From an optimization exercise on the open Yosys and OpenROAD flow, aimed at small area; shortcuts taken in it are not production practice.
In this exercise RTL edits were held to simulation tests only and were not proved equivalent to the original.

==> inputs of run H <==
## reflet_periph16
module reflet_periph16 (
    input clk,
    input reset,
    input enable,
    output [3:0] interrupt_request,
    output cpu_enable,
    input [14:0] addr,
    input [7:0] data_in,
    output [7:0] data_out,
    input write_en,
    input [15:0] gpi,
    output [15:0] gpo,
    input rx,
    output tx,
    output pwm,
    output [6:0] segments,
    output [3:0] seg_select,
    output seg_dot,
    output seg_colon,
    output synth_out,
    input [127:0] ext_io_in,
    output [127:0] ext_io_out
    );
Settings: LEC_CHECK=0, ABC_AREA=1, CAP_MARGIN=20, CORE_MARGIN=2, CORE_UTILIZATION=40, SLEW_MARGIN=20; clock period 10.0 ns.
standard.sh (not shown) runs the stock make flow with config.mk's settings and CLKGATE_MAP_FILE= SYNTH_SCRIPT=/design/flow/synth_recipe.tcl, a recipe that flattens the netlist after the stock synthesis.
==> flow/flow/run.sh <==
#!/bin/bash
set -o pipefail
export BUFFER_PORTS_ARGS="-buffer_cell sky130_fd_sc_hd__buf_1"
export CTS_ARGS="-sink_clustering_enable -repair_clock_nets -dont_use_dummy_load -buf_list sky130_fd_sc_hd__clkbuf_4 -sink_clustering_size 8 -sink_clustering_max_diameter 50"
bash standard.sh > standard.log 2>&1
==> run X (differences from run H) <==
==> flow/flow/run.sh (replaced) <==
#!/bin/bash
set -euo pipefail
HERE=$(pwd)
FDIR=$HERE/flow
PLAT=${FLOW_PLATFORM:-sky130hd}
R=$HERE/orfs/results/$PLAT/reflet_periph16/base
LIB=$FLOW_HOME/platforms/$PLAT/lib/sky130_fd_sc_hd__tt_025C_1v80.lib
YOSYS=$FLOW_HOME/../tools/install/yosys/bin/yosys
[ -x "$YOSYS" ] || YOSYS=yosys

export BUFFER_PORTS_ARGS="-buffer_cell sky130_fd_sc_hd__buf_1"
export CTS_ARGS="-sink_clustering_enable -repair_clock_nets -dont_use_dummy_load -buf_list {sky130_fd_sc_hd__clkbuf_2 sky130_fd_sc_hd__clkbuf_4} -sink_clustering_size 8 -sink_clustering_max_diameter 50"

# 1. standard synthesis
bash standard.sh synth > standard_synth.log 2>&1
cp "$R/1_2_yosys.v" "$HERE/synth_standard.v"

# 2. area re-mapping of the combinational logic
DU=""
for c in $(cat "$FDIR/dont_use.txt"); do DU="$DU -dont_use $c"; done
"$YOSYS" -l "$HERE/remap.log" -p "
read_liberty -overwrite -ignore_miss_func $LIB
read_verilog $HERE/synth_standard.v
hierarchy -top $FLOW_TOP
blackbox sky130_fd_sc_hd__dfxtp_1 sky130_fd_sc_hd__edfxtp_1
flatten
rename -hide w:_*_.*
opt_clean -purge
opt -purge
abc -liberty $LIB $DU -script $FDIR/remap.abc
opt_clean -purge
hilomap -singleton -hicell sky130_fd_sc_hd__conb_1 HI -locell sky130_fd_sc_hd__conb_1 LO
splitnets
opt_clean -purge
insbuf -buf sky130_fd_sc_hd__buf_4 A X
read_liberty -lib -overwrite $LIB
tee -o $HERE/remap_stat.txt stat -liberty $LIB
check -assert
write_verilog -noattr -nohex -nodec $HERE/remap_raw.v
" > /dev/null
python3 "$FDIR/fixnames.py" "$HERE/synth_standard.v" "$HERE/remap_raw.v" "$HERE/remap.v" > "$HERE/fixnames.log" 2>&1
cp "$HERE/remap.v" "$R/1_2_yosys.v"
rm -f "$R/1_synth.odb" "$R/1_synth.sdc"

# 3. standard layout steps on the re-mapped netlist
bash standard.sh > standard.log 2>&1
==> flow/flow/dont_use.txt (new file) <==
sky130_fd_sc_hd__lpflow_bleeder_1
sky130_fd_sc_hd__lpflow_clkbufkapwr_1
sky130_fd_sc_hd__lpflow_clkbufkapwr_16
sky130_fd_sc_hd__lpflow_clkbufkapwr_2
sky130_fd_sc_hd__lpflow_clkbufkapwr_4
sky130_fd_sc_hd__lpflow_clkbufkapwr_8
sky130_fd_sc_hd__lpflow_clkinvkapwr_1
sky130_fd_sc_hd__lpflow_clkinvkapwr_16
sky130_fd_sc_hd__lpflow_clkinvkapwr_2
sky130_fd_sc_hd__lpflow_clkinvkapwr_4
sky130_fd_sc_hd__lpflow_clkinvkapwr_8
sky130_fd_sc_hd__lpflow_decapkapwr_12
sky130_fd_sc_hd__lpflow_decapkapwr_3
sky130_fd_sc_hd__lpflow_decapkapwr_4
sky130_fd_sc_hd__lpflow_decapkapwr_6
sky130_fd_sc_hd__lpflow_decapkapwr_8
sky130_fd_sc_hd__lpflow_inputiso0n_1
sky130_fd_sc_hd__lpflow_inputiso0p_1
sky130_fd_sc_hd__lpflow_inputiso1n_1
sky130_fd_sc_hd__lpflow_inputiso1p_1
sky130_fd_sc_hd__lpflow_inputisolatch_1
sky130_fd_sc_hd__lpflow_isobufsrc_1
sky130_fd_sc_hd__lpflow_isobufsrc_16
sky130_fd_sc_hd__lpflow_isobufsrc_2
sky130_fd_sc_hd__lpflow_isobufsrc_4
sky130_fd_sc_hd__lpflow_isobufsrc_8
sky130_fd_sc_hd__lpflow_isobufsrckapwr_16
sky130_fd_sc_hd__lpflow_lsbuf_lh_hl_isowell_tap_1
sky130_fd_sc_hd__lpflow_lsbuf_lh_hl_isowell_tap_2
sky130_fd_sc_hd__lpflow_lsbuf_lh_hl_isowell_tap_4
sky130_fd_sc_hd__lpflow_lsbuf_lh_isowell_4
sky130_fd_sc_hd__lpflow_lsbuf_lh_isowell_tap_1
sky130_fd_sc_hd__lpflow_lsbuf_lh_isowell_tap_2
sky130_fd_sc_hd__lpflow_lsbuf_lh_isowell_tap_4
sky130_fd_sc_hd__probe_p_8
sky130_fd_sc_hd__probec_p_8
==> flow/flow/fixnames.py (new file) <==
#!/usr/bin/env python3
# fixnames.py STANDARD.v REMAPPED.v OUT.v
# Gives each flip-flop's Q net in REMAPPED.v the name that net has in STANDARD.v
# (the standard synthesis), when that name is free. Instance names are untouched.
import re, sys
std, rem, out = sys.argv[1:4]
cellre = re.compile(r'(sky130_fd_sc_hd__\w+)\s+(\S+)\s*\((.*?)\);', re.S)
def flop_q(text):
    d = {}
    for t, n, body in cellre.findall(text):
        if 'dfxtp' in t or 'dfrtp' in t or 'dfstp' in t:
            m = re.search(r'\.Q\(([^()]*)\)', body)
            if m:
                d[n] = m.group(1).strip()
    return d
s_std = open(std).read()
s_rem = open(rem).read()
q_std = flop_q(s_std)
q_rem = flop_q(s_rem)
def tok(name):
    # verilog identifier as written: escaped names end with a space
    return name
def pattern(name):
    if name.startswith('\\'):
        return re.escape(name) + r'(?=\s)'
    return r'(?<![\w$\\])' + re.escape(name) + r'(?![\w$])'
renamed = 0
for inst, qs in q_std.items():
    qr = q_rem.get(inst)
    if qr is None or qr == qs:
        continue
    # only plain (non-bus-slice, non-port) nets are renamed
    if '[' in qr.replace('\\', '') and not qr.startswith('\\'):
        continue
    if re.search(pattern(qs), s_rem):
        continue  # name already used in the remapped netlist
    base_qs = qs
    if qs.startswith('\\'):
        new = qs + ' '
    else:
        new = qs
    s_rem = re.sub(pattern(qr) + (r'\s?' if qr.startswith('\\') else ''), lambda m: new, s_rem)
    renamed += 1
open(out, 'w').write(s_rem)
print('renamed', renamed, 'flip-flop output nets')
==> flow/flow/remap.abc (new file) <==
strash
&get -n
&fraig -x
&put
scorr
dc2
strash
&get -n
&deepsyn -T 20
&put
strash
&get -n
&dch -f
&nf -R 1000 -C 32
&put
strash
&get -n
&deepsyn -T 20
&put
strash
&get -n
&dch -f
&nf -R 1000 -C 32
&put
==> run R (differences from run H) <==
--- a/flow/design.v
+++ b/flow/design.v
@@ -516,15 +516,15 @@
     );
     wire rst = !reset;
     wire bus_sel = enable & (addr[14:6] == 9'b111111100);
     wire [5:0] offset = addr[5:0];
     wire bus_wr = bus_sel & write_en;
     wire [63:0] we = {63'h0, bus_wr} << offset;
     wire [7:0] din0 = data_in & {8{reset}};
-    reg [7:0] rdata;
+    wire [7:0] din1 = {data_in[7:1] & {7{reset}}, data_in[0] | rst};
     reg [7:0] int_en, int_level;
     reg [15:0] gpo_r, rise_mask, fall_mask;
     reg [7:0] t1_pre1, t1_pre2, t1_mcnt;
     reg [7:0] t2_pre1, t2_pre2, t2_mcnt;
     reg [7:0] tx_data;
     reg [7:0] pwm_freq, pwm_duty;
     reg [7:0] seg_ctrl, seg_num01, seg_num23;
@@ -558,21 +558,20 @@
         if(we[34] | rst) io_addr <= din0[6:0];
     end
     assign gpo = gpo_r;
     reg restart_n;
     always @ (posedge clk)
         restart_n <= reset;
     reg pwm_update, power_update, shape_changed;
-    wire [7:0] wr_diff = data_in ^ rdata;
-    wire wr_changes = |wr_diff;
     always @ (posedge clk)
     begin
-        pwm_update <= rst | ((we[26] | we[27]) & wr_changes);
-        power_update <= rst | (we[32] & wr_changes);
-        shape_changed <= rst | (we[33] & (|wr_diff[7:6]));
+        pwm_update <= rst ? ((pwm_freq != 8'h0) | (pwm_duty != 8'h0)) :
+                      ((we[26] & (data_in != pwm_freq)) | (we[27] & (data_in != pwm_duty)));
+        power_update <= rst ? (power != 8'hFF) : (we[32] & (data_in != power));
+        shape_changed <= rst ? (synth_reg[7:6] != 2'b00) : (we[33] & (data_in[7:6] != synth_reg[7:6]));
     end
     reg [15:0] prev_gpi;
     always @ (posedge clk)
         prev_gpi <= gpi;
     wire int_gpio = |((gpi & ~prev_gpi & rise_mask) | (~gpi & prev_gpi & fall_mask));
     wire int_timer, int_timer2;
     reflet_timer #(.pre1_size(8)) timer (
@@ -689,58 +688,60 @@
     begin
         if(rst)
             io_ctrl <= 0;
         else if(io_ctrl[3] | io_update)
             io_ctrl <= {5'h0, io_ctrl[2], gpo_read, gpi_read};
         else if(we[35])
             io_ctrl <= data_in;
-        io_update <= rst | (we[34] & (|wr_diff[6:0])) | io_ctrl[3];
+        io_update <= rst | (we[34] & (data_in[6:0] != io_addr)) | io_ctrl[3];
     end
     reflet_extended_io ext_io (
         .clk(clk),
         .reset(reset),
         .io_addr(io_addr),
         .edit_gpo(io_ctrl[3]),
         .gpo_write(io_ctrl[2]),
         .gpi_read(gpi_read),
         .gpo_read(gpo_read),
         .gpi(ext_io_in),
         .gpo(ext_io_out));
-    wire [63:0] rsel = 64'h1 << offset;
+    reg [7:0] rdata;
     always @ (*)
-        rdata =
-            ({8{rsel[0]}} & 8'h01) |
-            ({8{rsel[2]}} & 8'hFA) |
-            ({8{rsel[3]}} & 8'h1F) |
-            ({8{rsel[4]}} & int_en) |
-            ({8{rsel[5]}} & int_level) |
-            ({8{rsel[7]}} & status) |
-            ({8{rsel[8]}} & gpo_r[7:0]) |
-            ({8{rsel[9]}} & gpo_r[15:8]) |
-            ({8{rsel[10]}} & gpi[7:0]) |
-            ({8{rsel[11]}} & gpi[15:8]) |
-            ({8{rsel[12]}} & rise_mask[7:0]) |
-            ({8{rsel[13]}} & rise_mask[15:8]) |
-            ({8{rsel[14]}} & fall_mask[7:0]) |
-            ({8{rsel[15]}} & fall_mask[15:8]) |
-            ({8{rsel[16]}} & t1_pre1) |
-            ({8{rsel[17]}} & t1_pre2) |
-            ({8{rsel[18]}} & t1_mcnt) |
-            ({8{rsel[19]}} & t2_pre1) |
-            ({8{rsel[20]}} & t2_pre2) |
-            ({8{rsel[21]}} & t2_mcnt) |
-            ({8{rsel[22]}} & tx_cmd) |
-            ({8{rsel[23]}} & tx_data) |
-            ({8{rsel[24]}} & rx_cmd) |
-            ({8{rsel[25]}} & rx_data) |
-            ({8{rsel[26]}} & pwm_freq) |
-            ({8{rsel[27]}} & pwm_duty) |
-            ({8{rsel[28]}} & seg_ctrl) |
-            ({8{rsel[29]}} & seg_num01) |
-            ({8{rsel[30]}} & seg_num23) |
-            ({8{rsel[31]}} & sleep) |
-            ({8{rsel[32]}} & power) |
-            ({8{rsel[33]}} & synth_reg) |
-            ({8{rsel[34]}} & {1'b0, io_addr}) |
-            ({8{rsel[35]}} & io_ctrl);
+        case(offset)
+            6'd0:  rdata = 8'h01;
+            6'd2:  rdata = 8'hFA;
+            6'd3:  rdata = 8'h1F;
+            6'd4:  rdata = int_en;
+            6'd5:  rdata = int_level;
+            6'd7:  rdata = status;
+            6'd8:  rdata = gpo_r[7:0];
+            6'd9:  rdata = gpo_r[15:8];
+            6'd10: rdata = gpi[7:0];
+            6'd11: rdata = gpi[15:8];
+            6'd12: rdata = rise_mask[7:0];
+            6'd13: rdata = rise_mask[15:8];
+            6'd14: rdata = fall_mask[7:0];
+            6'd15: rdata = fall_mask[15:8];
+            6'd16: rdata = t1_pre1;
+            6'd17: rdata = t1_pre2;
+            6'd18: rdata = t1_mcnt;
+            6'd19: rdata = t2_pre1;
+            6'd20: rdata = t2_pre2;
+            6'd21: rdata = t2_mcnt;
+            6'd22: rdata = tx_cmd;
+            6'd23: rdata = tx_data;
+            6'd24: rdata = rx_cmd;
+            6'd25: rdata = rx_data;
+            6'd26: rdata = pwm_freq;
+            6'd27: rdata = pwm_duty;
+            6'd28: rdata = seg_ctrl;
+            6'd29: rdata = seg_num01;
+            6'd30: rdata = seg_num23;
+            6'd31: rdata = sleep;
+            6'd32: rdata = power;
+            6'd33: rdata = synth_reg;
+            6'd34: rdata = {1'b0, io_addr};
+            6'd35: rdata = io_ctrl;
+            default: rdata = 8'h00;
+        endcase
     assign data_out = rdata & {8{bus_sel}};
 endmodule
==> flow/flow/run.sh (replaced) <==
#!/bin/bash
set -o pipefail
export BUFFER_PORTS_ARGS="-buffer_cell sky130_fd_sc_hd__buf_1"
export CTS_ARGS="-sink_clustering_enable -repair_clock_nets -dont_use_dummy_load -buf_list sky130_fd_sc_hd__clkbuf_2"
bash standard.sh > standard.log 2>&1
==> results.py <==
metrics = {
    "run_status": {
        "status": "complete, no violations",
    },
    "die": {
        "initial_core_util": 0.403,
        "die_height_um": 270,
    },
    "sta": {
        "clock_skew_ns": 0.174,
    },
    "yosys": {
        "synth_adder_area_share": 0.0217,
    },
    "power_and_ir_drop": {
        "total_power_mw": 4.45,
        "combinationalPower_mw": 0.676,
    },
    "global_route": {
        "grt_util_met2": 0.442,
    },
}
That was run H.
==> results.py <==
metrics = {
    "run_status": {
        "status": "complete, no violations",
    },
    "cts": {
        "cts-hold-fix-buffers": 0,
    },
    "power_and_ir_drop": {
        "combinationalPower_mw": 0.557,
        "total_power_mw": 4.31,
    },
    "die": {
        "initial_core_util": 0.406,
        "die_height_um": 252,
    },
    "yosys": {
        "post_synthesis_average_cell_area_um2": 10.6,
    },
    "sta": {
        "fin_tns_setup_ns": 0,
    },
    "worst_setup_path": {
        "slowest_stage": "nand4_1",
    },
    "finish": {
        "regArea_um2": 14100,
    },
}
That was run X.
==> results.py <==
metrics = {
    "global_route": {
        "grt_util_met2": 0.395,
    },
    "die": {
        "initial_core_util": 0.403,
        "die_height_um": 270,
    },
    "power_and_ir_drop": {
        "total_power_mw": 4.50,
        "combinationalPower_mw": 0.680,
    },
    "run_status": {
        "status": "complete, no violations",
    },
    "sta": {
        "clock_skew_ns": 0.158,
    },
    "yosys": {
        "synth_adder_area_share": 0.0217,
    },
}
That was run R.

==> separate check: timing with driven ports <==
The results above use ideal ports. As a check the final layouts listed here were re-extracted and re-timed, cells and wires unchanged.
Step 1, drivers: a clkbuf_16 drives clk and a buf_2 each remaining input, both assumed.
Step 2 times the ports against the registers' clock, not the clock port: input delays grow and output delays shrink by t, the midpoint of the rising clock arrivals with the driver on.
a / b / c = no drivers / after step 1 / after step 2; a / b = the first two.
| run | shift t [ns] | setup WS [ns] | worst setup path after step 2 | slew at the worst register clock pin (ns) | cell pins on the clock port's net |
|---|---|---|---|---|---|
| run H | 0.916 | 3.463 / 3.427 / 3.427 | input to output | 0.10 / 0.10 | 1 |
| run X | 0.883 | 2.750 / 2.708 / 2.708 | input to output | 0.10 / 0.10 | 1 |
| run R | 1.297 | 3.451 / 3.402 / 3.402 | input to output | 0.11 / 0.11 | 1 |
After both steps setup and hold are still met in every run listed. The setup slack of run R, which loses most, moves by -0.049 ns with the drivers and by -0.049 ns with both steps.
